Background: an optimization exercise with open tools, aiming at small area. Do not read the settings as production practice.
In this exercise RTL edits were held to simulation tests only and were not proved equivalent to the original.
Power is estimated from default activity; no workload was simulated.

$ cat design.v
module MorseEncoder(
	input  logic       clk,
	input  logic       rst_n,
	input  logic [4:0] address,
	output logic [7:0] read_data,
	input  logic       write_enable,
	input  logic [7:0] write_data,
	output logic [6:0] leds
	);
	localparam logic [2:0] S_IDLE  = 3'd0;
	localparam logic [2:0] S_LOAD  = 3'd1;
	localparam logic [2:0] S_CHECK = 3'd2;
	localparam logic [2:0] S_ON    = 3'd3;
	localparam logic [2:0] S_SHORT = 3'd5;
	localparam logic [2:0] S_LONG  = 3'd6;
	localparam logic [2:0] S_FIN   = 3'd7;
	logic [7:0]  data [0:31];
	logic [31:0] valid;
	logic [2:0] state;
	logic [4:0] index;    
	logic [2:0] elem;     
	logic [8:0] tmr;      
	logic idle, wr;
	assign idle = (state == S_IDLE);
	assign wr = idle && write_enable;
	always_ff @(posedge clk) begin
		if (wr) data[address] <= write_data;
	end
	always_ff @(negedge rst_n or posedge clk) begin
		if (!rst_n) valid <= 32'd0;
		else if (state == S_FIN) valid <= 32'd0;
		else if (wr) valid[address] <= 1'b1;
	end
	logic [31:0] asel, isel;
	logic [7:0] ch;
	assign asel[0] = valid[0] && address == 5'd0;
	assign isel[0] = valid[0] && index == 5'd0;
	assign asel[1] = valid[1] && address == 5'd1;
	assign isel[1] = valid[1] && index == 5'd1;
	assign asel[2] = valid[2] && address == 5'd2;
	assign isel[2] = valid[2] && index == 5'd2;
	assign asel[3] = valid[3] && address == 5'd3;
	assign isel[3] = valid[3] && index == 5'd4;
	assign asel[4] = valid[4] && address == 5'd4;
	assign isel[4] = valid[4] && index == 5'd9;
	assign asel[5] = valid[5] && address == 5'd5;
	assign isel[5] = valid[5] && index == 5'd18;
	assign asel[6] = valid[6] && address == 5'd6;
	assign isel[6] = valid[6] && index == 5'd5;
	assign asel[7] = valid[7] && address == 5'd7;
	assign isel[7] = valid[7] && index == 5'd11;
	assign asel[8] = valid[8] && address == 5'd8;
	assign isel[8] = valid[8] && index == 5'd22;
	assign asel[9] = valid[9] && address == 5'd9;
	assign isel[9] = valid[9] && index == 5'd12;
	assign asel[10] = valid[10] && address == 5'd10;
	assign isel[10] = valid[10] && index == 5'd25;
	assign asel[11] = valid[11] && address == 5'd11;
	assign isel[11] = valid[11] && index == 5'd19;
	assign asel[12] = valid[12] && address == 5'd12;
	assign isel[12] = valid[12] && index == 5'd7;
	assign asel[13] = valid[13] && address == 5'd13;
	assign isel[13] = valid[13] && index == 5'd15;
	assign asel[14] = valid[14] && address == 5'd14;
	assign isel[14] = valid[14] && index == 5'd31;
	assign asel[15] = valid[15] && address == 5'd15;
	assign isel[15] = valid[15] && index == 5'd30;
	assign asel[16] = valid[16] && address == 5'd16;
	assign isel[16] = valid[16] && index == 5'd28;
	assign asel[17] = valid[17] && address == 5'd17;
	assign isel[17] = valid[17] && index == 5'd24;
	assign asel[18] = valid[18] && address == 5'd18;
	assign isel[18] = valid[18] && index == 5'd17;
	assign asel[19] = valid[19] && address == 5'd19;
	assign isel[19] = valid[19] && index == 5'd3;
	assign asel[20] = valid[20] && address == 5'd20;
	assign isel[20] = valid[20] && index == 5'd6;
	assign asel[21] = valid[21] && address == 5'd21;
	assign isel[21] = valid[21] && index == 5'd13;
	assign asel[22] = valid[22] && address == 5'd22;
	assign isel[22] = valid[22] && index == 5'd27;
	assign asel[23] = valid[23] && address == 5'd23;
	assign isel[23] = valid[23] && index == 5'd23;
	assign asel[24] = valid[24] && address == 5'd24;
	assign isel[24] = valid[24] && index == 5'd14;
	assign asel[25] = valid[25] && address == 5'd25;
	assign isel[25] = valid[25] && index == 5'd29;
	assign asel[26] = valid[26] && address == 5'd26;
	assign isel[26] = valid[26] && index == 5'd26;
	assign asel[27] = valid[27] && address == 5'd27;
	assign isel[27] = valid[27] && index == 5'd21;
	assign asel[28] = valid[28] && address == 5'd28;
	assign isel[28] = valid[28] && index == 5'd10;
	assign asel[29] = valid[29] && address == 5'd29;
	assign isel[29] = valid[29] && index == 5'd20;
	assign asel[30] = valid[30] && address == 5'd30;
	assign isel[30] = valid[30] && index == 5'd8;
	assign asel[31] = valid[31] && address == 5'd31;
	assign isel[31] = valid[31] && index == 5'd16;
	always_comb begin
		read_data = 8'd0;
		ch = 8'd0;
		for (int i = 0; i < 32; i++) begin
			read_data = read_data | ({8{asel[i]}} & data[i]);
			ch = ch | ({8{isel[i]}} & data[i]);
		end
	end
	logic       ok;
	logic [5:0] len;
	logic [4:0] code;
	always_comb begin
		ok = 1'b1;
		len = 6'd0;
		code = 5'b00000;
		case (ch)
			"0": begin len = 6'b100000; code = 5'b11111; end
			"1": begin len = 6'b100000; code = 5'b11110; end
			"2": begin len = 6'b100000; code = 5'b11100; end
			"3": begin len = 6'b100000; code = 5'b11000; end
			"4": begin len = 6'b100000; code = 5'b10000; end
			"5": begin len = 6'b100000; code = 5'b00000; end
			"6": begin len = 6'b100000; code = 5'b00001; end
			"7": begin len = 6'b100000; code = 5'b00011; end
			"8": begin len = 6'b100000; code = 5'b00111; end
			"9": begin len = 6'b100000; code = 5'b01111; end
			"A": begin len = 6'b000100; code = 5'b00010; end
			"B": begin len = 6'b010000; code = 5'b00001; end
			"C": begin len = 6'b010000; code = 5'b00101; end
			"D": begin len = 6'b001000; code = 5'b00001; end
			"E": begin len = 6'b000010; code = 5'b00000; end
			"F": begin len = 6'b010000; code = 5'b00100; end
			"G": begin len = 6'b001000; code = 5'b00011; end
			"H": begin len = 6'b010000; code = 5'b00000; end
			"I": begin len = 6'b000100; code = 5'b00000; end
			"J": begin len = 6'b010000; code = 5'b01110; end
			"K": begin len = 6'b001000; code = 5'b00101; end
			"L": begin len = 6'b010000; code = 5'b00010; end
			"M": begin len = 6'b000100; code = 5'b00011; end
			"N": begin len = 6'b000100; code = 5'b00001; end
			"O": begin len = 6'b001000; code = 5'b00111; end
			"P": begin len = 6'b010000; code = 5'b00110; end
			"Q": begin len = 6'b010000; code = 5'b01011; end
			"R": begin len = 6'b001000; code = 5'b00010; end
			"S": begin len = 6'b001000; code = 5'b00000; end
			"T": begin len = 6'b000010; code = 5'b00001; end
			"U": begin len = 6'b001000; code = 5'b00100; end
			"V": begin len = 6'b010000; code = 5'b01000; end
			"W": begin len = 6'b001000; code = 5'b00110; end
			"X": begin len = 6'b010000; code = 5'b01001; end
			"Y": begin len = 6'b010000; code = 5'b01101; end
			"Z": begin len = 6'b010000; code = 5'b00011; end
			default: ok = 1'b0;
		endcase
	end
	logic [5:0] eoh;
	assign eoh[0] = ~elem[2] & ~elem[0];
	assign eoh[1] = ~elem[1] &  elem[0];
	assign eoh[2] = ~elem[2] &  elem[1];
	assign eoh[3] =  elem[2] &  elem[0];
	assign eoh[4] =  elem[1] & ~elem[0];
	assign eoh[5] =  elem[2] & ~elem[1];
	logic last, dash;
	assign last = |(len & eoh);
	assign dash = |(code & eoh[4:0]);
	logic on_end, short_end, long_end;
	assign on_end = dash ? (tmr == 9'd130) : (tmr == 9'd239);
	assign short_end = (tmr == 9'd239);
	assign long_end = (tmr == 9'd358);
	always_ff @(posedge clk) begin
		if (state == S_ON ? on_end : (state != S_SHORT && state != S_LONG))
			tmr <= 9'd0;
		else
			tmr <= {tmr[7:0], ~(tmr[8] ^ tmr[4])};
	end
	always_ff @(posedge clk) begin
		if (state == S_LOAD) elem <= 3'd0;
		else if (state == S_SHORT && short_end) elem <= {elem[1:0], ~elem[2]};
	end
	always_ff @(posedge clk) begin
		if (idle) index <= 5'd1;
		else if (state == S_LONG && long_end)
			index <= {index[3:0], index[4] ^ index[2] ^ (index[3:0] == 4'd0)};
	end
	always_ff @(negedge rst_n or posedge clk) begin
		if (!rst_n) state <= S_IDLE;
		else begin
			case (state)
				S_IDLE:  if (valid[0] && data[0] == 8'd1) state <= S_LOAD;
				S_LOAD:  state <= (index == 5'd0) ? S_FIN : S_CHECK;
				S_CHECK: state <= !ok ? S_FIN : last ? S_LONG : S_ON;
				S_ON:    if (on_end) state <= S_SHORT;
				S_SHORT: if (short_end) state <= S_CHECK;
				S_LONG:  if (long_end) state <= S_LOAD;
				default: state <= S_IDLE;
			endcase
		end
	end
	assign leds = {7{state == S_ON}};
endmodule
$ cat run.sh
#!/bin/bash
# synth_recipe.tcl (not shown) runs the flow's synth.tcl, then flattens the netlist and writes it again
# the make line also repeats each setting of config.mk as NAME=value (left out here)
make -C /OpenROAD-flow-scripts/flow DESIGN_CONFIG=/design/flow/config.mk WORK_HOME=/design/flow/orfs CLKGATE_MAP_FILE= SYNTH_SCRIPT=/design/flow/synth_recipe.tcl finish
$ cat config.mk
export PLATFORM = sky130hd
export DESIGN_NAME = MorseEncoder
export DESIGN_NICKNAME = MorseEncoder
export VERILOG_FILES = /design/flow/design.v
export SDC_FILE = /design/flow/constraint.sdc
export NUM_CORES = 4
export LEC_CHECK = 0
export CAP_MARGIN = 20
export CORE_MARGIN = 2
export CORE_UTILIZATION = 40
export SLEW_MARGIN = 20
$ cat constraint.sdc
create_clock -name core_clock -period 10.0 [get_ports {clk}]
set_input_delay 2.0000 -clock core_clock [delete_from_list [all_inputs] [get_ports {clk}]]
set_output_delay 2.0000 -clock core_clock [all_outputs]
set_load 0.01 [all_outputs]
==> impl_metrics.json, run 1 <==
{
  "outcome": "timing/DRC/antenna clean",
  "fmaxAchievable_mhz": 131,
  "synth-compound-area-share": 0.153,
  "fp.dieH_um": 199,
  "start_util": 0.404,
  "powerDensity_nw_per_um2": 200,
  "finalHoldViolCount": 0,
  "ant_nets": 0,
  "htree_levels": 2,
  "finalSetupTns_ns": 0,
  "yosysTopAreaCellShare": 0.507,
  "grt_use_total": 0.429,
  "power.total_uw": 3430,
  "grt_pass1_vias": 13200,
  "p_leak_uw": 0.00590,
  "period_needed_ns": 7.65,
  "pin_count": 31,
  "drv_cap": 0,
  "required_ns": 8.00,
  "cts_resized": 0,
  "crit_type": "primary input to output pin",
  "synth_cells": 1318,
  "r2r-start": "index[0]$_SDFFE_PN1P_",
  "ys_warn_count": 1,
  "fin_ws_ns": 2.35,
  "place_ws_ns": 2.46,
  "synthFlopType": "edfxtp_1",
  "cp_max_fo": 11,
  "syn2layout_area_growth_pct": 13.3,
  "vias": 13900,
  "clock_latency_ns": 0.60,
  "relSlewSlack": 0.213,
  "routed_via_density": 7.42,
  "cts_buffers": 35,
  "ys_ff_latch": 308,
  "routed_wirelength_um": 83800,
  "cts_tree": "yes",
  "cts_hold_buf": 0,
  "dr.pass1.iters": 11,
  "cts.path.max_buffers": 3,
  "synth-adder-area-share": 0.0107,
  "ir_worst_vdd_v": 0.000110,
  "dieArea_sq_um": 39500,
  "ys_types": 76,
  "die-width_um": 199,
  "wl_per_cell_um": 44.6,
  "ys_async_sr_fraction": 0.114,
  "layout.nets": 1369,
  "grt_overflow": 0,
  "hold_path_startpoint": "tmr[1]$_SDFF_PP0_",
  "crit_path_start": "address[4]",
  "grt_max_degree": 36,
  "cts_sinks": 308,
  "gp_congestion": 1.07,
  "synthesis.nets": 1347,
  "ys_seq_area_frac": 0.588,
  "core_sq_um": 37500,
  "synthesis.area_sq_um": 15200,
  "yosys.area.top_type": "edfxtp_1",
  "finClkSkew_ns": 0.0176,
  "synth_top_family_by_area": "simple AND/OR/NAND/NOR gates",
  "hold_depth": 1,
  "setup_violations": 0,
  "hpwlAfterDp_um": 59600,
  "first_iter_violations": 2380,
  "grt_pass1_wl_um": 112000,
  "syn-mean-instance-area_sq_um": 11.5,
  "synth_edf_count": 256,
  "synthTopCellsByArea": "edfxtp_1 (51%), a22oi_1 (5.9%), dfrtp_1 (5.8%)",
  "r2r_cells": 14,
  "startpoint_type": "primary input",
  "arrival_ns": 5.65,
  "antenna_found_initial": 5,
  "clk_pin_slew_ns": 0.05,
  "rsz0062_at_grt": "false",
  "synthMuxAreaShare": 0.0107,
  "period_share": 0.765,
  "finalHoldWorstSlack_ns": 0.477,
  "hp-class": "register to register",
  "numPortBuffers": 30,
  "cts_setup_buffers": 0,
  "endpoint_kind": "output pin",
  "rrSetupSlack_ns": 3.75,
  "yosys.area_share.simple": 0.201,
  "drive_gt1_frac": 0.102,
  "drv_slew": 0,
  "final_core_util": 0.458,
  "row_count": 71,
  "cp-endpoint": "read_data[0]",
  "synth_xor_area_frac": 0.00116,
  "drc": 0,
  "worst_slew_pin_slew_ns": 1.15,
  "root_buffer": "clkbuf_16",
  "r2r-end": "state[2]$_DFFE_PN0P_"
}
metrics by stage:
stage          cell area [sq um]  std cells
2_1_floorplan              15200       1318
3_3_place_gp               16000       1812
3_5_place_dp               16100       1813
4_1_cts                    17100       1876
5_1_grt                    17200       1877
6_report                   17200       1881
power breakdown:
group          leakage, uW  switching (uW)  total [uW]  internal, uW
sequential         0.00291             170        1620          1450
clock             0.000529             576        1260           683
combinational      0.00246             364         546           182
total              0.00590            1110        3430          2320
synth_stat cells, types with 3 or more instances:
master / number
a2111oi_0: 31
a2111oi_2: 5
a211oi_1: 3
a21boi_1: 8
a21oi_1: 42
a221oi_1: 14
a222oi_1: 18
a22o_1: 16
a22oi_1: 119
a31oi_1: 6
and2_1: 10
and3_1: 61
and3b_1: 5
and4_1: 53
buf_1: 7
buf_2: 16
buf_4: 13
buf_6: 4
clkbuf_1: 62
dfrtp_1: 35
dfxtp_1: 17
edfxtp_1: 256
ha_1: 13
inv_1: 16
mux2_2: 4
mux2i_1: 9
nand2_1: 104
nand2b_1: 7
nand3_1: 32
nand4_1: 44
nand4b_1: 4
nor2_1: 107
nor2b_1: 10
nor3_1: 76
nor3b_1: 7
nor4_1: 4
o211ai_1: 5
o21ai_0: 10
o22ai_1: 4
or2_1: 3
or3_1: 5
or4_1: 12
sequential cells by signal, indices dropped and copies added, names as in the netlist:
signal	count
state	3
valid	32
index	5
tmr	9
data	256
elem	3
routing by layer:
layer,vias to the layer above,GRT usage,wire [um]
li1,5303,-,-
met1,6924,0.523,30000
met2,1321,0.629,35300
met3,398,0.143,10500
met4,2,0.324,8040
met5,-,0,14
how the worst min path moves through the flow:
stage	end	slack, ns
after global placement	tmr[2]$_SDFF_PP0_	0.47
after detailed placement	tmr[2]$_SDFF_PP0_	0.47
after CTS	tmr[2]$_SDFF_PP0_	0.48
after floorplan	tmr[8]$_SDFF_PP0_	0.46
final	tmr[2]$_SDFF_PP0_	0.48
after global routing	tmr[2]$_SDFF_PP0_	0.49
kinds of logic (layout without fill, tap and decap cells):
logic type | count (synthesis) | after routing
and+or+nand+nor | 557 | 557
DFF | 308 | 308
AOI/OAI and AO/OA | 303 | 303
buffers and inverters | 120 | 168
muxes | 15 | 15
adders and majority gates | 13 | 13
xor gates and xnor gates | 2 | 2
other | 0 | 4
cell usage in the layout, fill, tap and decap left out, drive strengths merged, types with 28 or more instances in the layout:
cell type,Yosys,routed
a2111oi,37,37
a21oi,42,42
a22oi,119,119
and3,62,62
and4,53,53
buf,40,60
clkbuf,63,41
clkdlybuf4s50,0,28
dfrtp,35,35
edfxtp,256,256
nand2,104,104
nand3,33,33
nand4,45,45
nor2,108,108
nor3,77,77
critical path, cell delays in order:
cell	delay [ns]
clkdlybuf4s50_1	0.72
clkinv_1	0.36
and2_1	0.26
and3_1	0.43
a222oi_1	0.68
nand3_1	0.14
or4_1	0.55
clkdlybuf4s50_1	0.51
layout make-up:
| cell class | instances | area [sq um] |
|---|---|---|
| repair buffers | 88 | 726 |
| well taps | 511 | 639 |
| clock buffers | 41 | 898 |
| clock inverters | 22 | 191 |
| fillers | 3580 | 20300 |
| flip-flops and latches | 308 | 8900 |
| diodes | 4 | 10.0 |
| inverters | 17 | 63.8 |
| multi-input cells | 890 | 5740 |
==> inputs of run 2 (changes only) <==
--- a/design.v
+++ b/design.v
@@ -24,77 +24,81 @@
 	assign idle = (state == S_IDLE);
 	assign wr = idle && write_enable;
-	always_ff @(posedge clk) begin
-		if (wr) data[address] <= write_data;
+	logic [31:0] adec;
+	always_comb for (int i = 0; i < 32; i++) adec[i] = (address == i);
+	always_ff @(posedge clk) begin
+		for (int i = 0; i < 32; i++)
+			if (wr && adec[i]) data[i] <= write_data;
 	end
 	always_ff @(negedge rst_n or posedge clk) begin
 		if (!rst_n) valid <= 32'd0;
 		else if (state == S_FIN) valid <= 32'd0;
-		else if (wr) valid[address] <= 1'b1;
+		else for (int i = 0; i < 32; i++)
+			if (wr && adec[i]) valid[i] <= 1'b1;
 	end
 	logic [31:0] asel, isel;
 	logic [7:0] ch;
-	assign asel[0] = valid[0] && address == 5'd0;
+	assign asel[0] = valid[0] && adec[0];
 	assign isel[0] = valid[0] && index == 5'd0;
-	assign asel[1] = valid[1] && address == 5'd1;
+	assign asel[1] = valid[1] && adec[1];
 	assign isel[1] = valid[1] && index == 5'd1;
-	assign asel[2] = valid[2] && address == 5'd2;
+	assign asel[2] = valid[2] && adec[2];
 	assign isel[2] = valid[2] && index == 5'd2;
-	assign asel[3] = valid[3] && address == 5'd3;
+	assign asel[3] = valid[3] && adec[3];
 	assign isel[3] = valid[3] && index == 5'd4;
-	assign asel[4] = valid[4] && address == 5'd4;
+	assign asel[4] = valid[4] && adec[4];
 	assign isel[4] = valid[4] && index == 5'd9;
-	assign asel[5] = valid[5] && address == 5'd5;
+	assign asel[5] = valid[5] && adec[5];
 	assign isel[5] = valid[5] && index == 5'd18;
-	assign asel[6] = valid[6] && address == 5'd6;
+	assign asel[6] = valid[6] && adec[6];
 	assign isel[6] = valid[6] && index == 5'd5;
-	assign asel[7] = valid[7] && address == 5'd7;
+	assign asel[7] = valid[7] && adec[7];
 	assign isel[7] = valid[7] && index == 5'd11;
-	assign asel[8] = valid[8] && address == 5'd8;
+	assign asel[8] = valid[8] && adec[8];
 	assign isel[8] = valid[8] && index == 5'd22;
-	assign asel[9] = valid[9] && address == 5'd9;
+	assign asel[9] = valid[9] && adec[9];
 	assign isel[9] = valid[9] && index == 5'd12;
-	assign asel[10] = valid[10] && address == 5'd10;
+	assign asel[10] = valid[10] && adec[10];
 	assign isel[10] = valid[10] && index == 5'd25;
-	assign asel[11] = valid[11] && address == 5'd11;
+	assign asel[11] = valid[11] && adec[11];
 	assign isel[11] = valid[11] && index == 5'd19;
-	assign asel[12] = valid[12] && address == 5'd12;
+	assign asel[12] = valid[12] && adec[12];
 	assign isel[12] = valid[12] && index == 5'd7;
-	assign asel[13] = valid[13] && address == 5'd13;
+	assign asel[13] = valid[13] && adec[13];
 	assign isel[13] = valid[13] && index == 5'd15;
-	assign asel[14] = valid[14] && address == 5'd14;
+	assign asel[14] = valid[14] && adec[14];
 	assign isel[14] = valid[14] && index == 5'd31;
-	assign asel[15] = valid[15] && address == 5'd15;
+	assign asel[15] = valid[15] && adec[15];
 	assign isel[15] = valid[15] && index == 5'd30;
-	assign asel[16] = valid[16] && address == 5'd16;
+	assign asel[16] = valid[16] && adec[16];
 	assign isel[16] = valid[16] && index == 5'd28;
-	assign asel[17] = valid[17] && address == 5'd17;
+	assign asel[17] = valid[17] && adec[17];
 	assign isel[17] = valid[17] && index == 5'd24;
-	assign asel[18] = valid[18] && address == 5'd18;
+	assign asel[18] = valid[18] && adec[18];
 	assign isel[18] = valid[18] && index == 5'd17;
-	assign asel[19] = valid[19] && address == 5'd19;
+	assign asel[19] = valid[19] && adec[19];
 	assign isel[19] = valid[19] && index == 5'd3;
-	assign asel[20] = valid[20] && address == 5'd20;
+	assign asel[20] = valid[20] && adec[20];
 	assign isel[20] = valid[20] && index == 5'd6;
-	assign asel[21] = valid[21] && address == 5'd21;
+	assign asel[21] = valid[21] && adec[21];
 	assign isel[21] = valid[21] && index == 5'd13;
-	assign asel[22] = valid[22] && address == 5'd22;
+	assign asel[22] = valid[22] && adec[22];
 	assign isel[22] = valid[22] && index == 5'd27;
-	assign asel[23] = valid[23] && address == 5'd23;
+	assign asel[23] = valid[23] && adec[23];
 	assign isel[23] = valid[23] && index == 5'd23;
-	assign asel[24] = valid[24] && address == 5'd24;
+	assign asel[24] = valid[24] && adec[24];
 	assign isel[24] = valid[24] && index == 5'd14;
-	assign asel[25] = valid[25] && address == 5'd25;
+	assign asel[25] = valid[25] && adec[25];
 	assign isel[25] = valid[25] && index == 5'd29;
-	assign asel[26] = valid[26] && address == 5'd26;
+	assign asel[26] = valid[26] && adec[26];
 	assign isel[26] = valid[26] && index == 5'd26;
-	assign asel[27] = valid[27] && address == 5'd27;
+	assign asel[27] = valid[27] && adec[27];
 	assign isel[27] = valid[27] && index == 5'd21;
-	assign asel[28] = valid[28] && address == 5'd28;
+	assign asel[28] = valid[28] && adec[28];
 	assign isel[28] = valid[28] && index == 5'd10;
-	assign asel[29] = valid[29] && address == 5'd29;
+	assign asel[29] = valid[29] && adec[29];
 	assign isel[29] = valid[29] && index == 5'd20;
-	assign asel[30] = valid[30] && address == 5'd30;
+	assign asel[30] = valid[30] && adec[30];
 	assign isel[30] = valid[30] && index == 5'd8;
-	assign asel[31] = valid[31] && address == 5'd31;
+	assign asel[31] = valid[31] && adec[31];
 	assign isel[31] = valid[31] && index == 5'd16;
 	always_comb begin
==> flow/run.sh (new file) <==
#!/bin/bash
set -e
bash standard.sh > standard.log 2>&1
==> standard.sh (new file) <==
#!/bin/bash
# synth_recipe.tcl (not shown) runs the flow's synth.tcl, then flattens the netlist and writes it again
# the make line also repeats each setting of config.mk as NAME=value (left out here)
make -C /OpenROAD-flow-scripts/flow DESIGN_CONFIG=/design/flow/config.mk WORK_HOME=/design/flow/orfs CLKGATE_MAP_FILE= SYNTH_SCRIPT=/design/flow/synth_recipe.tcl "${@:-finish}"
removed: run.sh
==> run 2 against run 1 <==
Effect of this change: hold slack improved by 0.0071 ns; final area decreased by 0.20%; global-route usage increased by 3.6 points; clock power increased by 5%; register-to-register slack improved by 0.28 ns; critical path depth increased by 1; total power decreased by 4.1%; highest routed layer unchanged; non-clock buffer count decreased by 1; via count increased by 0.49%; synthesized cell count decreased by 1.5%; sequential share of layout area increased by 0.10 points; still clean.
==> impl_metrics.json, run 2 <==
{
  "synth_cells": 1298,
  "yosys.area.top_type": "edfxtp_1",
  "finalSetupTns_ns": 0,
  "core_sq_um": 37400,
  "seq_power_share": 0.477,
  "synthesis.nets": 1321,
  "worst_slew_pin_slew_ns": 1.23,
  "synthesis.area_sq_um": 15100,
  "grt_pass1_vias": 12800,
  "yosys-top-cells-count": "edfxtp_1 (256), nand2_1 (154), nor3_1 (121)",
  "arrival_ns": 5.61,
  "period_needed_ns": 7.61,
  "p_sw_frac": 0.285,
  "root_buffer": "clkbuf_16",
  "cts.path.max_buffers": 3,
  "use_met1": 0.584,
  "dr.pass1.iters": 9,
  "fmaxAchievable_mhz": 131,
  "ys_warn_count": 2,
  "power.total_uw": 3290,
  "ir_worst_vdd_v": 0.000155,
  "final.fill_count": 3429,
  "hpwlAfterDp_um": 65900,
  "finalHoldViolCount": 0,
  "clk_pin_slew_ns": 0.06,
  "gp_congestion": 1.14,
  "ys_async_sr_fraction": 0.114,
  "cts_hold_buf": 0,
  "met3_usage": 0.170,
  "cts_resized": 0,
  "cpPeakStageDelay_ns": 0.73,
  "antenna_found_initial": 14,
  "startpoint_type": "primary input",
  "start_util": 0.404,
  "synth.most_common_cell": "edfxtp_1",
  "dieArea_sq_um": 39300,
  "use_met2": 0.657,
  "cts_tree": "yes",
  "cts_buffers": 34,
  "htree_levels": 2,
  "rrSetupSlack_ns": 4.03,
  "rsz0062_at_grt": "false",
  "ant_nets": 0,
  "p_leak_uw": 0.00575,
  "period_share": 0.761,
  "hp-class": "register to register",
  "layout_common_cells": "edfxtp_1 (256), nand2_1 (154), nor3_1 (120)",
  "numPortBuffers": 30,
  "top_usage_layer": "met2",
  "yosysTopAreaCellShare": 0.509,
  "ys_ff_latch": 308,
  "crit_buf_inv": 2,
  "vias": 14000,
  "routed_via_density": 7.50,
  "outcome": "timing/DRC/antenna clean",
  "cp_top_family": "simple AND/OR/NAND/NOR gates",
  "drive_gt1_frac": 0.113,
  "drc": 0,
  "synthTopCellsByArea": "edfxtp_1 (51%), dfrtp_1 (5.8%), a22oi_1 (5.7%)",
  "grt_use_total": 0.465,
  "relSlewSlack": 0.157,
  "path_cells": "clkdlybuf4s50_1, nor2_1, and2_1, and3_1, a22o_1, a221oi_1, nand4_1, or3_1, clkdlybuf4s50_1",
  "die-width_um": 198,
  "pin_count": 31,
  "synth_edf_count": 256,
  "layout.nets": 1348,
  "critPathSlowestCell": "clkdlybuf4s50_1",
  "grt_max_degree": 36,
  "grt_pass1_wl_um": 118000,
  "synthFlopType": "edfxtp_1",
  "setup_violations": 0,
  "comb_power_share": 0.122,
  "cts_sinks": 308,
  "ys_seq_area_frac": 0.589,
  "ys_types": 83,
  "final_common_cell": "edfxtp_1",
  "dp.cells": 1798,
  "largest_register_ffs": 256,
  "powerDensity_nw_per_um2": 192,
  "grt_overflow": 0,
  "finClkSkew_ns": 0.0186,
  "row_count": 71,
  "required_ns": 8.00,
  "routed_wirelength_um": 91200,
  "final_core_util": 0.458,
  "p_sw_uw": 936,
  "clock_latency_ns": 0.57,
  "drv_slew": 0,
  "cp_common_cell": "clkdlybuf4s50_1",
  "cts_setup_buffers": 0,
  "first_iter_violations": 2635,
  "fp.dieH_um": 198,
  "syn2layout_area_growth_pct": 13.4,
  "pwr-share-clk": 0.402,
  "cp_max_fo": 12,
  "fin_cells": 1870,
  "top_register": "data",
  "endpoint_kind": "output pin",
  "drv_cap": 0,
  "crit_type": "primary input to output pin",
  "internal-power_uw": 2350,
  "reg.largest.list": "data: 256 flops, valid: 32 flops, tmr: 9 flops",
  "wl_per_cell_um": 48.8,
  "syn-mean-instance-area_sq_um": 11.6
}
[run 2: cell count changes after synthesis, moves of 17 or more]
cell | before | now
nand2_1 | 104 | 154
a21oi_1 | 42 | 14
o21a_1 | 1 | 32
nor3_1 | 76 | 121
a221oi_1 | 14 | 31
nor2_1 | 107 | 58
and4_1 | 53 | 3
[run 2: per-layer routing]
layer	part of all wire	wire length (um)	vias up
li1	-	-	5188
met1	0.37	33300	6995
met2	0.41	37000	1442
met3	0.14	12600	386
met4	0.090	8250	6
met5	0.00037	34	-
[run 2: path summary, 6_finish.rpt]
kind,startpoint,end,cells past startpoint
setup / recovery,address[2],read_data[7],9
hold / removal,tmr[1]$_SDFF_PP0_,tmr[2]$_SDFF_PP0_,1
setup reg to reg,index[0]$_SDFFE_PN1P_,state[0]$_DFFE_PN0P_,11
hold reg to reg,tmr[1]$_SDFF_PP0_,tmr[2]$_SDFF_PP0_,1
max in group asynchronous,rst_n,valid[13]$_DFFE_PN0P_,2
min in group asynchronous,rst_n,valid[19]$_DFFE_PN0P_,2
[run 2: power groups by stage]
stage	clock (uW)	combinational, uW	sequential [uW]
2_1_floorplan	0	243	1500
3_3_place_gp	0	379	1580
3_5_place_dp	0	384	1580
4_1_cts	1320	386	1550
5_1_grt	1370	417	1560
6_report	1320	399	1570
[run 2: kinds of logic (layout without fill, tap and decap cells)]
logic type | after synthesis | after routing | synth area share
and+or+nand+nor | 561 | 561 | 0.195
DFF | 308 | 308 | 0.589
AOI/OAI and AO/OA | 305 | 305 | 0.163
buffers and inverters | 105 | 158 | 0.0388
muxes | 10 | 10 | 0.00712
adders and majority gates | 7 | 7 | 0.00580
xor gates and xnor gates | 2 | 2 | 0.00116
other | 0 | 8 | 0
[run 2: final cells by class]
cell class / instances / area [sq um] / share of cell area
timing repair buffer: 87 / 727 / 0.0424
antenna: 8 / 20.0 / 0.00117
inverter: 9 / 33.8 / 0.00197
sequential: 308 / 8900 / 0.520
clock inverter: 13 / 159 / 0.00927
clock buffer: 49 / 991 / 0.0578
multi-input combinational: 885 / 5660 / 0.330
tap: 511 / 639 / 0.0373
[run 2: worst register-to-register path, cell delays in order (launching register included)]
cell	delay (ns)
dfxtp_1	0.85
nor2b_1	0.49
and3_1	0.55
a222oi_1	0.86
nand4_1	0.61
nor3_4	0.93
mux2_2	0.43
and3_1	0.18
a41o_1	0.19
o21ai_0	0.33
o211ai_1	0.18
a311oi_1	0.29
[run 2: through the flow]
stage	cell area [sq um]	hold WS (ns)	setup slack (ns)
CTS	17100	0.486	2.50
finish	17100	0.484	2.39
detailed placement	15900	0.472	2.51
global placement	15900	0.464	2.59
floorplan	15100	0.458	4.12
global route	17100	0.501	2.39
==> inputs of run 3 (changes only) <==
==> run.sh (new file) <==
#!/bin/bash
# synth_recipe.tcl (not shown) runs the flow's synth.tcl, then flattens the netlist and writes it again
# the make line also repeats each setting of config.mk as NAME=value (left out here)
make -C /OpenROAD-flow-scripts/flow DESIGN_CONFIG=/design/flow/config.mk WORK_HOME=/design/flow/orfs CLKGATE_MAP_FILE= SYNTH_SCRIPT=/design/flow/synth_recipe.tcl finish
--- a/config.mk
+++ b/config.mk
@@ -6,6 +6,9 @@
 export NUM_CORES = 4
 export LEC_CHECK = 0
-export CAP_MARGIN = 20
+export CAP_MARGIN = 0
 export CORE_MARGIN = 2
 export CORE_UTILIZATION = 40
-export SLEW_MARGIN = 20
+export CTS_BUF_LIST = sky130_fd_sc_hd__clkbuf_8
+export CTS_CLUSTER_SIZE = 30
+export GPL_TIMING_DRIVEN = 0
+export SLEW_MARGIN = 0
removed: flow/run.sh
removed: standard.sh
==> run 3 against run 2 <==
Effect of this change: still clean on timing, DRC and antenna; critical path depth grew 2; synthesized area did not move; count of clock-buffer cells in the layout grew 11; clock power down 4%; first-iteration DRC count fell by 7.1%; global-route usage shrank 5.2 points; sequential power about the same.
==> impl_metrics.json, run 3 <==
{
  "outcome": "timing/DRC/antenna clean",
  "ys_types": 83,
  "arrival_ns": 6.06,
  "layout_common_cells": "edfxtp_1 (256), nand2_1 (154), nor3_1 (117)",
  "largest_register_ffs": 256,
  "htree_levels": 2,
  "yosysTopAreaCellShare": 0.509,
  "ys_seq_area_frac": 0.589,
  "relSlewSlack": 0.0590,
  "hp-class": "register to register",
  "yosys.area.top_type": "edfxtp_1",
  "drv_cap": 0,
  "synthesis.area_sq_um": 15100,
  "final_area_sq_um": 17600,
  "layout.nets": 1429,
  "drive_gt1_frac": 0.144,
  "startpoint_type": "primary input",
  "first_iter_violations": 2447,
  "cp_max_fo": 10,
  "finClkSkew_ns": 0.0286,
  "finalHoldViolCount": 0,
  "synthFlopType": "edfxtp_1",
  "dieArea_sq_um": 39300,
  "dr.pass1.iters": 7,
  "row_count": 71,
  "syn-mean-instance-area_sq_um": 11.6,
  "period_needed_ns": 8.06,
  "cts_setup_buffers": 0,
  "cts_resized": 0,
  "grt_pass1_vias": 13100,
  "synth_cells": 1298,
  "top_register": "data",
  "r2r_cells": 15,
  "rsz0062_at_grt": "false",
  "hpwlAfterDp_um": 55200,
  "cts_tree": "yes",
  "grt_overflow": 0,
  "power.total_uw": 3240,
  "setup_violations": 0,
  "finalHoldWorstSlack_ns": 0.487,
  "drv_slew": 0,
  "endpoint_kind": "output pin",
  "ant_nets": 0,
  "gp_congestion": 1.06,
  "antenna_found_initial": 2,
  "drc": 0,
  "synthesis.nets": 1321,
  "routed_wirelength_um": 80500,
  "root_buffer": "clkbuf_8",
  "syn2layout_area_growth_pct": 16.3,
  "required_ns": 8.00,
  "fp.dieH_um": 198,
  "grt_use_total": 0.413,
  "core_sq_um": 37400,
  "grt_max_degree": 33,
  "reg.largest.list": "data: 256 flops, valid: 32 flops, tmr: 9 flops",
  "cts_hold_buf": 0,
  "synth.most_common_cell": "edfxtp_1",
  "final_common_cell": "edfxtp_1",
  "synth_edf_count": 256,
  "start_util": 0.404,
  "hold_depth": 1,
  "grt_pass1_wl_um": 107000,
  "ys_warn_count": 2,
  "vias": 13900,
  "wl_per_cell_um": 41.0,
  "cts_sinks": 308,
  "finalSetupTns_ns": 0,
  "p_leak_uw": 0.00597,
  "clk_pin_slew_ns": 0.06,
  "final.fill_count": 3457,
  "routed_via_density": 7.07,
  "powerDensity_nw_per_um2": 184,
  "cts_buffers": 54,
  "ys_ff_latch": 308,
  "period_share": 0.806,
  "die-width_um": 198,
  "crit_type": "primary input to output pin",
  "ir_worst_vdd_v": 0.000100,
  "ys_async_sr_fraction": 0.114,
  "yosys-top-cells-count": "edfxtp_1 (256), nand2_1 (154), nor3_1 (121)",
  "synthTopCellsByArea": "edfxtp_1 (51%), dfrtp_1 (5.8%), a22oi_1 (5.7%)",
  "pin_count": 31,
  "numPortBuffers": 29,
  "fmaxAchievable_mhz": 124,
  "cts.path.max_buffers": 3,
  "dpl-instance-area_sq_um": 16400,
  "worst_slew_pin_slew_ns": 1.41,
  "clock_latency_ns": 0.70
}
[run 3: final timing paths]
kind	start	end	slack, ns
max in group asynchronous	rst_n	valid[8]$_DFFE_PN0P_	8.29
min in group asynchronous	rst_n	state[0]$_DFFE_PN0P_	1.20
setup / recovery	address[3]	read_data[0]	1.94
hold / removal	tmr[7]$_SDFF_PP0_	tmr[8]$_SDFF_PP0_	0.49
setup reg to reg	index[1]$_SDFFE_PN0P_	tmr[0]$_SDFF_PP0_	4.32
hold reg to reg	tmr[7]$_SDFF_PP0_	tmr[8]$_SDFF_PP0_	0.49
[run 3: cell type report]
cell class	instances	area (sq um)	share of cell area
sequential	308	8900	0.507
multi-input combinational	885	5700	0.325
clock buffer	60	826	0.0470
tap	511	639	0.0364
timing repair buffer	52	594	0.0338
buffer	96	553	0.0315
clock inverter	39	307	0.0175
inverter	9	33.8	0.00192
antenna	4	10.0	0.000570
[run 3: layer usage]
metal,track usage,up-vias,routed length [um]
met2,0.581,1378,32500
met4,0.311,4,7390
met3,0.155,392,11500
met1,0.515,6758,29000
met5,0.0102,-,64
li1,-,5354,-
[run 3: worst max-delay path, stage by stage]
cell and delay (ns):
clkdlybuf4s50_1 0.58, clkbuf_1 0.49, nor2_1 0.25, and2_1 0.26
and3_1 0.17, clkbuf_1 0.53, a22o_1 0.42, a221oi_1 0.26
nand4_1 0.16, or3_1 0.43, clkdlybuf4s50_1 0.50
[run 3: power by group]
| group | total, uW | internal [uW] | switching (uW) |
|---|---|---|---|
| registers | 1560 | 1440 | 124 |
| clock network | 1270 | 682 | 584 |
| logic | 416 | 155 | 261 |
[run 3: cell families (layout without fill, tap and decap cells)]
family / after synthesis / in the layout / share of synthesized area
DFF: 308 / 308 / 0.589
adders and majority gates: 7 / 7 / 0.00580
xor gates and xnor gates: 2 / 2 / 0.00116
buffers and inverters: 105 / 256 / 0.0388
muxes: 10 / 10 / 0.00712
AOI/OAI and AO/OA: 305 / 305 / 0.163
and+or+nand+nor: 561 / 561 / 0.195
other: 0 / 4 / 0
[run 3: metrics by stage]
stage	cells	utilization	setup slack (ns)
2_1_floorplan	1298	-	4.12
3_3_place_gp	1838	0.429	2.25
3_5_place_dp	1860	0.439	2.17
4_1_cts	1959	0.469	2.19
5_1_grt	1960	0.469	1.92
6_report	1964	0.470	1.94
==> inputs of run 4 (changes only) <==
==> flow/run.sh (new file) <==
#!/bin/bash
# Standard ORFS layout, with an area-oriented ABC script in the (otherwise
# standard) synthesis, small port buffers and a lighter clock tree.
set -euo pipefail
HERE=$PWD
ABC_SCRIPT=$HERE/flow/area.abc
sed "s#log_cmd abc {\*}\$abc_args#log_cmd abc {*}[lreplace \$abc_args 1 1 $ABC_SCRIPT]#" \
  "$FLOW_HOME/scripts/synth.tcl" > synth_area.tcl
grep -q "$ABC_SCRIPT" synth_area.tcl
sed "s#source \$::env(SCRIPTS_DIR)/synth.tcl#source $HERE/synth_area.tcl#" synth_recipe.tcl > synth_recipe_area.tcl
grep -q "synth_area.tcl" synth_recipe_area.tcl
CTS="-sink_clustering_enable -repair_clock_nets -dont_use_dummy_load -buf_list sky130_fd_sc_hd__clkbuf_8 -sink_clustering_size 16 -sink_clustering_max_diameter 80"
bash standard.sh SYNTH_SCRIPT="$HERE/synth_recipe_area.tcl" \
  BUFFER_PORTS_ARGS="-buffer_cell sky130_fd_sc_hd__buf_1" \
  CTS_ARGS="$CTS" finish > standard.log 2>&1
==> flow/area.abc (new file) <==
strash
&get -n
&fraig -x
&put
dc2
strash
&get -n
&dch -f
&nf -a -R 1000 -C 32 -p
&put
topo
stime -c
==> standard.sh (new file) <==
#!/bin/bash
# synth_recipe.tcl (not shown) runs the flow's synth.tcl, then flattens the netlist and writes it again
# the make line also repeats each setting of config.mk as NAME=value (left out here)
make -C /OpenROAD-flow-scripts/flow DESIGN_CONFIG=/design/flow/config.mk WORK_HOME=/design/flow/orfs CLKGATE_MAP_FILE= SYNTH_SCRIPT=/design/flow/synth_recipe.tcl "${@:-finish}"
==> config.mk (replaced) <==
export PLATFORM = sky130hd
export DESIGN_NAME = MorseEncoder
export DESIGN_NICKNAME = MorseEncoder
export VERILOG_FILES = /design/flow/design.v
export SDC_FILE = /design/flow/constraint.sdc
export NUM_CORES = 4
export LEC_CHECK = 0
export CAP_MARGIN = 20
export CORE_MARGIN = 2
export CORE_UTILIZATION = 60
export SLEW_MARGIN = 20
removed: run.sh
==> run 4 against run 3 <==
Effect of this change: sequential power is essentially flat; via count fell by 17%; count of clock-buffer cells in the layout down 37; synthesized area shrank 12%; critical path depth shrank 3; die area shrank 41%; worst setup slack better by 0.76 ns; flip-flop and latch count unchanged; clock power decreased by 53%; largest cell class unchanged.
==> impl_metrics.json, run 4 <==
{
  "start_util": 0.610,
  "largest_register_ffs": 256,
  "root_buffer": "clkbuf_8",
  "drive_gt1_frac": 0.0904,
  "dr.pass1.iters": 14,
  "arrival_ns": 5.30,
  "outcome": "timing/DRC/antenna clean",
  "period_share": 0.730,
  "startpoint_type": "primary input",
  "cts_sinks": 308,
  "grt_pass1_vias": 11300,
  "yosys.area.top_type": "edfxtp_1",
  "grt_max_degree": 54,
  "core_sq_um": 21800,
  "finalSetupTns_ns": 0,
  "synth.most_common_cell": "edfxtp_1",
  "grt_use_total": 0.453,
  "routed_wirelength_um": 53700,
  "relSlewSlack": 0.0576,
  "crit_type": "primary input to output pin",
  "cts_hold_buf": 0,
  "syn2layout_area_growth_pct": 9.51,
  "final_core_util": 0.668,
  "required_ns": 8.00,
  "dieArea_sq_um": 23400,
  "drv_slew": 0,
  "finalHoldViolCount": 0,
  "cts_tree": "yes",
  "ir_worst_vdd_v": 0.000220,
  "hpwlAfterDp_um": 36800,
  "top_register": "data",
  "cts_resized": 0,
  "antenna_found_initial": 0,
  "synthTopCellsByArea": "edfxtp_1 (58%), a222oi_1 (8.0%), dfrtp_1 (6.6%)",
  "endpoint_kind": "output pin",
  "ys_warn_count": 2,
  "cp_max_fo": 8,
  "period_needed_ns": 7.30,
  "final_common_cell": "edfxtp_1",
  "vias": 11500,
  "antenna_cells": 0,
  "cts_buffers": 23,
  "clk_pin_slew_ns": 0.10,
  "pin_count": 31,
  "ant_nets": 0,
  "synthesis.nets": 984,
  "powerDensity_nw_per_um2": 178,
  "syn-mean-instance-area_sq_um": 13.8,
  "ys_ff_latch": 308,
  "wl_per_cell_um": 40.3,
  "synthFlopType": "edfxtp_1",
  "synthesis.area_sq_um": 13300,
  "numPortBuffers": 30,
  "p_leak_uw": 0.00491,
  "fmaxAchievable_mhz": 137,
  "cts.path.max_buffers": 3,
  "die-width_um": 153,
  "ys_async_sr_fraction": 0.114,
  "yosys-top-cells-count": "edfxtp_1 (256), a222oi_1 (107), nor2_1 (79)",
  "finClkSkew_ns": 0.0573,
  "synth_cells": 961,
  "multi_input_area_sq_um": 4510,
  "grt_pass1_wl_um": 76000,
  "row_count": 54,
  "worst_slew_pin_slew_ns": 1.41,
  "synth_edf_count": 256,
  "first_iter_violations": 3348,
  "rsz0062_at_grt": "false",
  "gp_congestion": 1.09,
  "fp.dieH_um": 153,
  "grt_overflow": 0,
  "seqCellArea_sq_um": 8900,
  "yosysTopAreaCellShare": 0.578,
  "layout_common_cells": "edfxtp_1 (256), a222oi_1 (107), nor2_1 (73)",
  "htree_levels": 1,
  "cts_setup_buffers": 0,
  "drv_cap": 0,
  "setup_violations": 0,
  "clock_latency_ns": 0.60,
  "drc": 0,
  "layout.nets": 1076,
  "final.fill_count": 1579,
  "routed_via_density": 8.63,
  "hp-class": "register to register",
  "ys_seq_area_frac": 0.669,
  "reg.largest.list": "data: 256 flops, valid: 32 flops, tmr: 9 flops",
  "ys_types": 49
}
-- run 4: logic make-up after synthesis --
group / synth area share
simple gates: 0.134
mux: 0.00461
buf+inv: 0.00620
xor+xnor: 0.00132
flops: 0.669
fa+ha+maj: 0.00658
compound gates: 0.179
-- run 4: stage by stage --
| stage | cell area [sq um] | setup WS [ns] | std cells | power [uW] | hold WS, ns |
|---|---|---|---|---|---|
| after CTS | 14500 | 3.39 | 1327 | 2560 | 0.490 |
| final | 14600 | 2.70 | 1331 | 2600 | 0.493 |
| after global placement | 14100 | 3.41 | 1303 | 1970 | 0.459 |
| after global routing | 14600 | 2.91 | 1331 | 2660 | 0.507 |
| after floorplan | 13300 | 4.35 | 961 | 1820 | 0.452 |
| after detailed placement | 14200 | 3.40 | 1304 | 2000 | 0.475 |
-- run 4: final timing paths --
check / from / end / slack, ns / cells past startpoint
max: address[0] / read_data[3] / 2.70 / 8
min: tmr[0]$_SDFF_PP0_ / tmr[1]$_SDFF_PP0_ / 0.49 / 1
max reg2reg: index[3]$_SDFFE_PN0P_ / state[1]$_DFFE_PN0P_ / 3.38 / 21
min reg2reg: tmr[0]$_SDFF_PP0_ / tmr[1]$_SDFF_PP0_ / 0.49 / 1
max in group asynchronous: rst_n / state[2]$_DFFE_PN0P_ / 7.83 / 1
min in group asynchronous: rst_n / valid[4]$_DFFE_PN0P_ / 1.54 / 1
-- run 4: power by group --
part	total [uW]	switching [uW]	internal, uW	leakage [uW]
combinational	452	289	163	0.00188
sequential	1550	77.5	1470	0.00286
clock	601	395	207	0.000165
-- run 4: layout make-up --
| class | instances | area share |
|---|---|---|
| Sequential cell | 308 | 0.611 |
| Multi-Input combinational cell | 637 | 0.309 |
| Timing Repair Buffer | 73 | 0.0313 |
| Tap cell | 280 | 0.0240 |
| Clock buffer | 23 | 0.0217 |
| Inverter | 10 | 0.00258 |
-- run 4: critical path: stages --
cell      delay [ns]
buf_1           0.20
nand2b_1        0.53
nor2_1          0.13
and3_1          0.42
a222oi_1        1.15
nand4_1         0.18
or4_1           0.50
buf_1           0.17
-- run 4: metal layers --
metal / GRT usage / wire length (um) / vias up
li1: - / - / 4306
met1: 0.572 / 16800 / 5334
met2: 0.666 / 22700 / 1428
met3: 0.170 / 9370 / 415
met4: 0.281 / 4800 / 0
met5: 0 / 0 / -
==> inputs of run 5 (changes only) <==
==> flow/run.sh (replaced) <==
#!/bin/bash
# Standard ORFS layout (the standard.sh) with these changes:
#  - ports buffered with buf_1, a lighter clock tree (clkbuf_8 clusters, no
#    dummy loads), and power recovery (downsizing) after global routing.
# Each tool's output goes to the ORFS logs under orfs/logs; make's own output
# goes to standard.log here.
set -euo pipefail
HERE=$PWD
ABC_SCRIPT=$HERE/flow/area.abc
sed -e "s#log_cmd abc {\*}\$abc_args#log_cmd abc {*}[lreplace \$abc_args 1 1 $ABC_SCRIPT]#" \
    -e "s#^  extract_fa .*#  \# extract_fa skipped#" \
  "$FLOW_HOME/scripts/synth.tcl" > synth_area.tcl
grep -q "$ABC_SCRIPT" synth_area.tcl
grep -q "extract_fa skipped" synth_area.tcl
sed "s#source \$::env(SCRIPTS_DIR)/synth.tcl#source $HERE/synth_area.tcl#" synth_recipe.tcl > synth_recipe_area.tcl
grep -q "synth_area.tcl" synth_recipe_area.tcl
CTS="-sink_clustering_enable -repair_clock_nets -dont_use_dummy_load -buf_list sky130_fd_sc_hd__clkbuf_8 -sink_clustering_size 16 -sink_clustering_max_diameter 80"
bash standard.sh SYNTH_SCRIPT="$HERE/synth_recipe_area.tcl" \
  BUFFER_PORTS_ARGS="-buffer_cell sky130_fd_sc_hd__buf_1" \
  CTS_ARGS="$CTS" RECOVER_POWER=100 finish > standard.log 2>&1
--- a/config.mk
+++ b/config.mk
@@ -6,6 +6,7 @@
 export NUM_CORES = 4
 export LEC_CHECK = 0
-export CAP_MARGIN = 20
+export CAP_MARGIN = 0
 export CORE_MARGIN = 2
-export CORE_UTILIZATION = 60
-export SLEW_MARGIN = 20
+export CORE_UTILIZATION = 45
+export GPL_TIMING_DRIVEN = 0
+export SLEW_MARGIN = 0
==> run 5 against run 4 <==
Effect of this change: the layout now fails its checks (capacitance limit, slew limit); synthesized cell count decreased by 0.42%; clock skew shrank 0.022 ns; worst setup slack got worse by 0.077 ns; sequential power barely moved; fmax decreased by 1.0%; count of clock-buffer cells in the layout unchanged; highest routed layer unchanged.
==> impl_metrics.json, run 5 <==
{
  "outcome": "failed layout checks",
  "failed_checks": "capacitance limit, slew limit",
  "ys_async_sr_fraction": 0.114,
  "use_met1": 0.476,
  "startpoint_type": "primary input",
  "routed_wirelength_um": 53600,
  "pwr-share-clk": 0.233,
  "drive_gt1_frac": 0.0551,
  "row_count": 62,
  "cts_sinks": 308,
  "top_usage_layer": "met2",
  "met3_usage": 0.115,
  "fp.dieH_um": 176,
  "dpl-instance-area_sq_um": 14200,
  "largest_register_ffs": 256,
  "crit_type": "primary input to output pin",
  "rsz0062_at_grt": "false",
  "grt_pass1_vias": 10000,
  "pin_count": 31,
  "synth.most_common_cell": "edfxtp_1",
  "ir_worst_vdd_v": 0.0000981,
  "top_register": "data",
  "cts_hold_buf": 0,
  "crit_path_start": "address[0]",
  "cts_buffers": 23,
  "grt_overflow": 0,
  "ys_seq_area_frac": 0.672,
  "cp_max_fo": 9,
  "final_core_util": 0.500,
  "root_buffer": "clkbuf_8",
  "relSlewSlack": -0.464,
  "yosysTopAreaCellShare": 0.580,
  "synthTopCellsByArea": "edfxtp_1 (58%), a222oi_1 (8.2%), dfrtp_1 (6.6%)",
  "dr.pass1.iters": 15,
  "fmaxAchievable_mhz": 136,
  "core_sq_um": 28900,
  "drc": 0,
  "place_ws_ns": 2.86,
  "reg.largest.list": "data: 256 flops, valid: 32 flops, tmr: 9 flops",
  "drv_cap": 15,
  "syn-mean-instance-area_sq_um": 13.8,
  "hp-class": "register to register",
  "period_share": 0.738,
  "clock_latency_ns": 0.57,
  "layout_common_cells": "edfxtp_1 (256), a222oi_1 (108), nor2_1 (74)",
  "finClkSkew_ns": 0.0350,
  "final_area_sq_um": 14400,
  "powerDensity_nw_per_um2": 179,
  "final_common_cell": "edfxtp_1",
  "clk_pin_slew_ns": 0.10,
  "p_sw_uw": 725,
  "cts_tree": "yes",
  "arrival_ns": 5.38,
  "dieArea_sq_um": 30800,
  "finalSetupTns_ns": 0,
  "hold_depth": 1,
  "cts_resized": 0,
  "ant_nets": 0,
  "die-width_um": 176,
  "yosys.area.top_type": "edfxtp_1",
  "setup_violations": 0,
  "hold_path_startpoint": "tmr[1]$_SDFF_PP0_",
  "hpwlAfterDp_um": 37500,
  "syn2layout_area_growth_pct": 8.85,
  "ys_ff_latch": 308,
  "grt_max_degree": 40,
  "finalHoldViolCount": 0,
  "internal-power_uw": 1850,
  "p_leak_uw": 0.00475,
  "p_sw_frac": 0.281,
  "period_needed_ns": 7.38,
  "cts_setup_buffers": 0,
  "wl_per_cell_um": 37.7,
  "synth_cells": 957,
  "synth_edf_count": 256,
  "worst_slew_pin_slew_ns": 2.20,
  "r2r-start": "index[3]$_SDFFE_PN0P_",
  "first_iter_violations": 3140,
  "ys_types": 48,
  "start_util": 0.459,
  "r2r_cells": 19,
  "synthesis.area_sq_um": 13300,
  "routed_via_density": 7.66,
  "numPortBuffers": 30,
  "synthesis.nets": 973,
  "grt_use_total": 0.342,
  "vias": 10900,
  "yosys-top-cells-count": "edfxtp_1 (256), a222oi_1 (108), nor2_1 (74)",
  "use_met2": 0.479,
  "drv_slew": 317,
  "htree_levels": 1,
  "cts.path.max_buffers": 3,
  "layout.nets": 1053,
  "gp_congestion": 1.09,
  "seq_power_share": 0.599,
  "comb_power_share": 0.168,
  "fin_ws_ns": 2.62,
  "endpoint_kind": "output pin",
  "ys_warn_count": 2,
  "grt_pass1_wl_um": 74100,
  "antenna_found_initial": 0,
  "required_ns": 8.00,
  "synthFlopType": "edfxtp_1"
}
-- run 5: changes by cell type after synthesis, moves of 5 or more --
cell / delta
clkinv_1: -9
nor3_1: -7
ha_1: -7
o21ai_0: -8
a221oi_1: -6
nand4_1: +5
a22oi_1: +7
and2_0: +8
nor2_1: -5
nand2_1: +11
-- run 5: per-stage QoR --
step	power, uW	hold slack [ns]	cells
5_1_grt	2670	0.508	1419
3_3_place_gp	1970	0.466	1371
6_report	2580	0.490	1421
2_1_floorplan	1830	0.445	957
4_1_cts	2570	0.494	1419
3_5_place_dp	2000	0.468	1396
-- run 5: power by group through the flow --
| stage | logic (uW) | registers [uW] | clock network (uW) |
|---|---|---|---|
| after global routing | 464 | 1550 | 654 |
| after global placement | 407 | 1570 | 0 |
| after floorplan | 285 | 1540 | 0 |
| after detailed placement | 429 | 1570 | 0 |
| after CTS | 430 | 1540 | 604 |
| final | 433 | 1540 | 601 |
-- run 5: metal layers --
layer  wire, um  share of wire
met1      19400           0.36
met2      21600           0.40
met3       9040           0.17
met4       3610          0.067
met5          0              0
-- run 5: cell type report --
cell class / instances / area (sq um)
Fill cell: 2547 / 14400
Timing Repair Buffer: 55 / 273
Antenna cell: 2 / 5.00
Multi-Input combinational cell: 642 / 4400
Buffer: 6 / 45.0
Sequential cell: 308 / 8900
Clock buffer: 23 / 317
Inverter: 1 / 3.75
Tap cell: 384 / 480
-- run 5: path summary, 6_finish.rpt --
path / slack [ns] / end
max: 2.62 / read_data[1]
min: 0.49 / tmr[2]$_SDFF_PP0_
max reg2reg: 3.78 / state[1]$_DFFE_PN0P_
min reg2reg: 0.49 / tmr[2]$_SDFF_PP0_
min in group asynchronous: 2.05 / valid[22]$_DFFE_PN0P_
max in group asynchronous: 6.66 / valid[26]$_DFFE_PN0P_
-- run 5: worst max-delay path: stages --
cell and delay, ns:
clkbuf_1 0.13, nor2_1 0.73, nand2_1 0.19, nor3b_1 1.29, a222oi_1 0.44, nand4_1 0.28, or4_1 0.15, buf_1 0.15
-- run 5: kinds of logic (layout without fill, tap and decap cells) --
kind of cell | after synthesis | count (layout) | synth area share
AOI/OAI and AO/OA | 277 | 277 | 0.175
xor gates and xnor gates | 1 | 1 | 0.000661
buffers and inverters | 7 | 85 | 0.00368
DFF | 308 | 308 | 0.672
muxes | 6 | 6 | 0.00463
other | 0 | 2 | 0
and+or+nand+nor | 358 | 358 | 0.144
==> inputs of run 6 (changes only) <==
==> flow/run.sh (replaced) <==
#!/bin/bash
# Standard ORFS layout (the standard.sh) with these changes:
#  - ports buffered with buf_1 and a lighter clock tree (clkbuf_8 clusters, no
#    dummy loads).
# Each tool's output goes to the ORFS logs under orfs/logs; make's own output
# goes to standard.log here.
set -euo pipefail
HERE=$PWD
ABC_SCRIPT=$HERE/flow/area.abc
sed -e "s#log_cmd abc {\*}\$abc_args#log_cmd abc {*}[lreplace \$abc_args 1 1 $ABC_SCRIPT]#" \
    -e "s#^  extract_fa .*#  \# extract_fa skipped#" \
  "$FLOW_HOME/scripts/synth.tcl" > synth_area.tcl
grep -q "$ABC_SCRIPT" synth_area.tcl
grep -q "extract_fa skipped" synth_area.tcl
sed "s#source \$::env(SCRIPTS_DIR)/synth.tcl#source $HERE/synth_area.tcl#" synth_recipe.tcl > synth_recipe_area.tcl
grep -q "synth_area.tcl" synth_recipe_area.tcl
CTS="-sink_clustering_enable -repair_clock_nets -dont_use_dummy_load -buf_list sky130_fd_sc_hd__clkbuf_8 -sink_clustering_size 14 -sink_clustering_max_diameter 60"
bash standard.sh SYNTH_SCRIPT="$HERE/synth_recipe_area.tcl" \
  BUFFER_PORTS_ARGS="-buffer_cell sky130_fd_sc_hd__buf_1" \
  CTS_ARGS="$CTS" finish > standard.log 2>&1
--- a/config.mk
+++ b/config.mk
@@ -6,7 +6,6 @@
 export NUM_CORES = 4
 export LEC_CHECK = 0
-export CAP_MARGIN = 0
+export CAP_MARGIN = 20
 export CORE_MARGIN = 2
 export CORE_UTILIZATION = 45
-export GPL_TIMING_DRIVEN = 0
-export SLEW_MARGIN = 0
+export SLEW_MARGIN = 20
==> run 6 against run 5 <==
Effect of this change: now clean on timing, DRC and antenna; die area unchanged; worst setup slack improved by 0.53 ns; critical path depth increased by 1; combinational power about the same; synthesized cell count unchanged; largest cell class unchanged; first-iteration DRC count increased by 4.8%; sequential power about the same; fmax increased by 7.8%; total power increased by 2.9%; count of clock-buffer cells in the layout increased by 5; register-to-register slack improved by 0.21 ns.
==> impl_metrics.json, run 6 <==
{
  "ys_types": 48,
  "synth_edf_count": 256,
  "ys_ff_latch": 308,
  "synthesis.area_sq_um": 13300,
  "comb_power_share": 0.164,
  "grt_max_degree": 54,
  "start_util": 0.459,
  "drc": 0,
  "top_register": "data",
  "clk_pin_slew_ns": 0.09,
  "ant_nets": 0,
  "final.fill_count": 2543,
  "cp_max_fo": 9,
  "grt_pass1_vias": 10300,
  "drv_slew": 0,
  "pwr-share-clk": 0.248,
  "syn-mean-instance-area_sq_um": 13.8,
  "yosys-top-cells-count": "edfxtp_1 (256), a222oi_1 (108), nor2_1 (74)",
  "gp_congestion": 1.01,
  "largest_register_ffs": 256,
  "reg.largest.list": "data: 256 flops, valid: 32 flops, tmr: 9 flops",
  "dieArea_sq_um": 30800,
  "synth_cells": 957,
  "core_sq_um": 28900,
  "rsz0062_at_grt": "false",
  "cts_resized": 0,
  "cts_buffers": 28,
  "p_leak_uw": 0.00493,
  "power.total_uw": 2650,
  "fin_cells": 1441,
  "ys_warn_count": 2,
  "p_sw_uw": 765,
  "ys_async_sr_fraction": 0.114,
  "drive_gt1_frac": 0.0956,
  "dp.cells": 1413,
  "synth.most_common_cell": "edfxtp_1",
  "worst_slew_pin_slew_ns": 1.16,
  "crit_type": "primary input to output pin",
  "fmaxAchievable_mhz": 146,
  "outcome": "timing/DRC/antenna clean",
  "htree_levels": 1,
  "die-width_um": 176,
  "synthTopCellsByArea": "edfxtp_1 (58%), a222oi_1 (8.2%), dfrtp_1 (6.6%)",
  "setup_violations": 0,
  "numPortBuffers": 30,
  "relSlewSlack": 0.222,
  "vias": 11100,
  "internal-power_uw": 1890,
  "finClkSkew_ns": 0.0342,
  "final_common_cell": "edfxtp_1",
  "layout.nets": 1075,
  "grt_overflow": 0,
  "layout_common_cells": "edfxtp_1 (256), a222oi_1 (108), nor2_1 (68)",
  "ys_seq_area_frac": 0.672,
  "fp.dieH_um": 176,
  "clock_latency_ns": 0.62,
  "synthFlopType": "edfxtp_1",
  "drv_cap": 0,
  "grt_use_total": 0.376,
  "wl_per_cell_um": 40.5,
  "hp-class": "register to register",
  "syn2layout_area_growth_pct": 11.0,
  "yosysTopAreaCellShare": 0.580,
  "seq_power_share": 0.587,
  "startpoint_type": "primary input",
  "yosys.area.top_type": "edfxtp_1",
  "period_needed_ns": 6.84,
  "row_count": 62,
  "final_core_util": 0.510,
  "antenna_found_initial": 1,
  "first_iter_violations": 3291,
  "synthesis.nets": 973,
  "powerDensity_nw_per_um2": 180,
  "endpoint_kind": "output pin",
  "cts_hold_buf": 0,
  "grt_pass1_wl_um": 80600,
  "finalHoldViolCount": 0,
  "routed_via_density": 7.68,
  "period_share": 0.684,
  "routed_wirelength_um": 58400,
  "p_sw_frac": 0.288,
  "cts.path.max_buffers": 3,
  "cts_sinks": 308,
  "ir_worst_vdd_v": 0.000113,
  "pin_count": 31,
  "arrival_ns": 4.84,
  "required_ns": 8.00,
  "root_buffer": "clkbuf_8",
  "dr.pass1.iters": 11,
  "finalSetupTns_ns": 0,
  "antenna_cells": 0,
  "cts_setup_buffers": 0,
  "hpwlAfterDp_um": 41300,
  "cts_tree": "yes"
}
-- run 6: cell count changes in the layout (fill, tap and decap cells not counted), moves of 5 or more --
| cell | change |
|---|---|
| nor4_4 | +5 |
| nor4b_2 | -8 |
| nor4_1 | -9 |
| nor4b_1 | +7 |
| clkbuf_8 | +5 |
| clkbuf_1 | -23 |
| buf_4 | +33 |
| nor2_1 | -6 |
| buf_1 | +9 |
| nor2_2 | +6 |
-- run 6: kinds of logic (layout without fill, tap and decap cells) --
group	Yosys count	count (layout)	share of synthesized area
AND/OR/NAND/NOR	358	358	0.144
flip-flops	308	308	0.672
AO/OA/AOI/OAI	277	277	0.175
buffers and inverters	7	107	0.00368
multiplexers	6	6	0.00463
XOR/XNOR	1	1	0.000661
-- run 6: cell type report --
class                           count  area (sq um)  share of cell area
Tap cell                          384           480              0.0327
Sequential cell                   308          8900               0.606
Multi-Input combinational cell    642          4460               0.303
Timing Repair Buffer               78           475              0.0323
Clock buffer                       28           385              0.0262
Inverter                            1          3.75            0.000255
-- run 6: critical path: stages --
cell	delay, ns
buf_1	0.14
nor2_1	0.68
nand3_1	0.23
nor2b_1	0.92
a222oi_1	0.27
nand2_1	0.18
a221oi_1	0.06
nand4_1	0.17
buf_1	0.18
-- run 6: power by group through the flow --
stage	registers, uW	clock network [uW]	logic, uW
3_5_place_dp	1580	0	427
5_1_grt	1560	712	474
6_report	1560	659	436
4_1_cts	1550	667	428
2_1_floorplan	1540	0	285
3_3_place_gp	1580	0	422
-- run 6: worst paths after layout --
check                                            from                    end  slack, ns  cells after the start
worst max-delay path                       address[0]           read_data[2]       3.16                      9
worst min-delay path                tmr[0]$_SDFF_PP0_      tmr[1]$_SDFF_PP0_       0.49                      1
worst max register to register  index[0]$_SDFFE_PN1P_   state[1]$_DFFE_PN0P_       3.99                     20
worst min register to register      tmr[0]$_SDFF_PP0_      tmr[1]$_SDFF_PP0_       0.49                      1
max in group asynchronous                       rst_n   valid[4]$_DFFE_PN0P_       7.88                      1
min in group asynchronous                       rst_n  valid[28]$_DFFE_PN0P_       1.51                      1
-- run 6: stage by stage --
step / hold WS (ns) / instance area (sq um) / setup WS [ns]
floorplan: 0.445 / 13300 / 4.43
global placement: 0.469 / 14300 / 3.36
detailed placement: 0.474 / 14300 / 3.42
CTS: 0.493 / 14700 / 3.41
global route: 0.519 / 14700 / 3.22
finish: 0.489 / 14700 / 3.16
-- run 6: layer usage --
layer / GRT usage / wire [um]
met4: 0.151 / 3030
met2: 0.515 / 23100
met5: 0 / 0
met1: 0.557 / 22600
met3: 0.113 / 9540

-- separate check: timing with driven ports --
Ports are ideal in the flow. The routed layouts listed here were re-timed in OpenROAD. Step 1, drivers: a clkbuf_16 drives clk and a buf_2 each remaining input, both assumed. Step 2 moves the port delays by t, midway between the first and last clock arrival at a register: inputs arrive t later, outputs are due t later. That takes back most of the time a late clock gives input paths. Three values: no drivers, after step 1, after step 2; two values: the first two.
run | t, ns | slack for setup (ns) | latest minus earliest clock arrival (ns) | worst register clock-pin slew, ns | max-slew violations | cell pins on the clock port's net
run 1 | 0.643 | 2.347 / 2.305 / 2.305 | 0.023 / 0.023 | 0.07 / 0.07 | 0 / 0 | 1
run 2 | 0.609 | 2.390 / 2.367 / 2.367 | 0.031 / 0.030 | 0.07 / 0.07 | 0 / 0 | 1
run 3 | 0.736 | 1.941 / 1.913 / 1.913 | 0.031 / 0.031 | 0.07 / 0.07 | 0 / 0 | 1
run 4 | 0.614 | 2.701 / 2.673 / 2.673 | 0.057 / 0.058 | 0.12 / 0.12 | 0 / 0 | 1
run 5 | 0.619 | 2.624 / 2.603 / 2.603 | 0.062 / 0.061 | 0.12 / 0.12 | 317 / 318 | 1
run 6 | 0.651 | 3.157 / 3.132 / 3.132 | 0.040 / 0.040 | 0.10 / 0.10 | 0 / 0 | 1
With drivers on, slew violations rise in run 5. The setup slack of run 1, which loses most, moves by -0.042 ns with the drivers and by -0.042 ns with both steps.
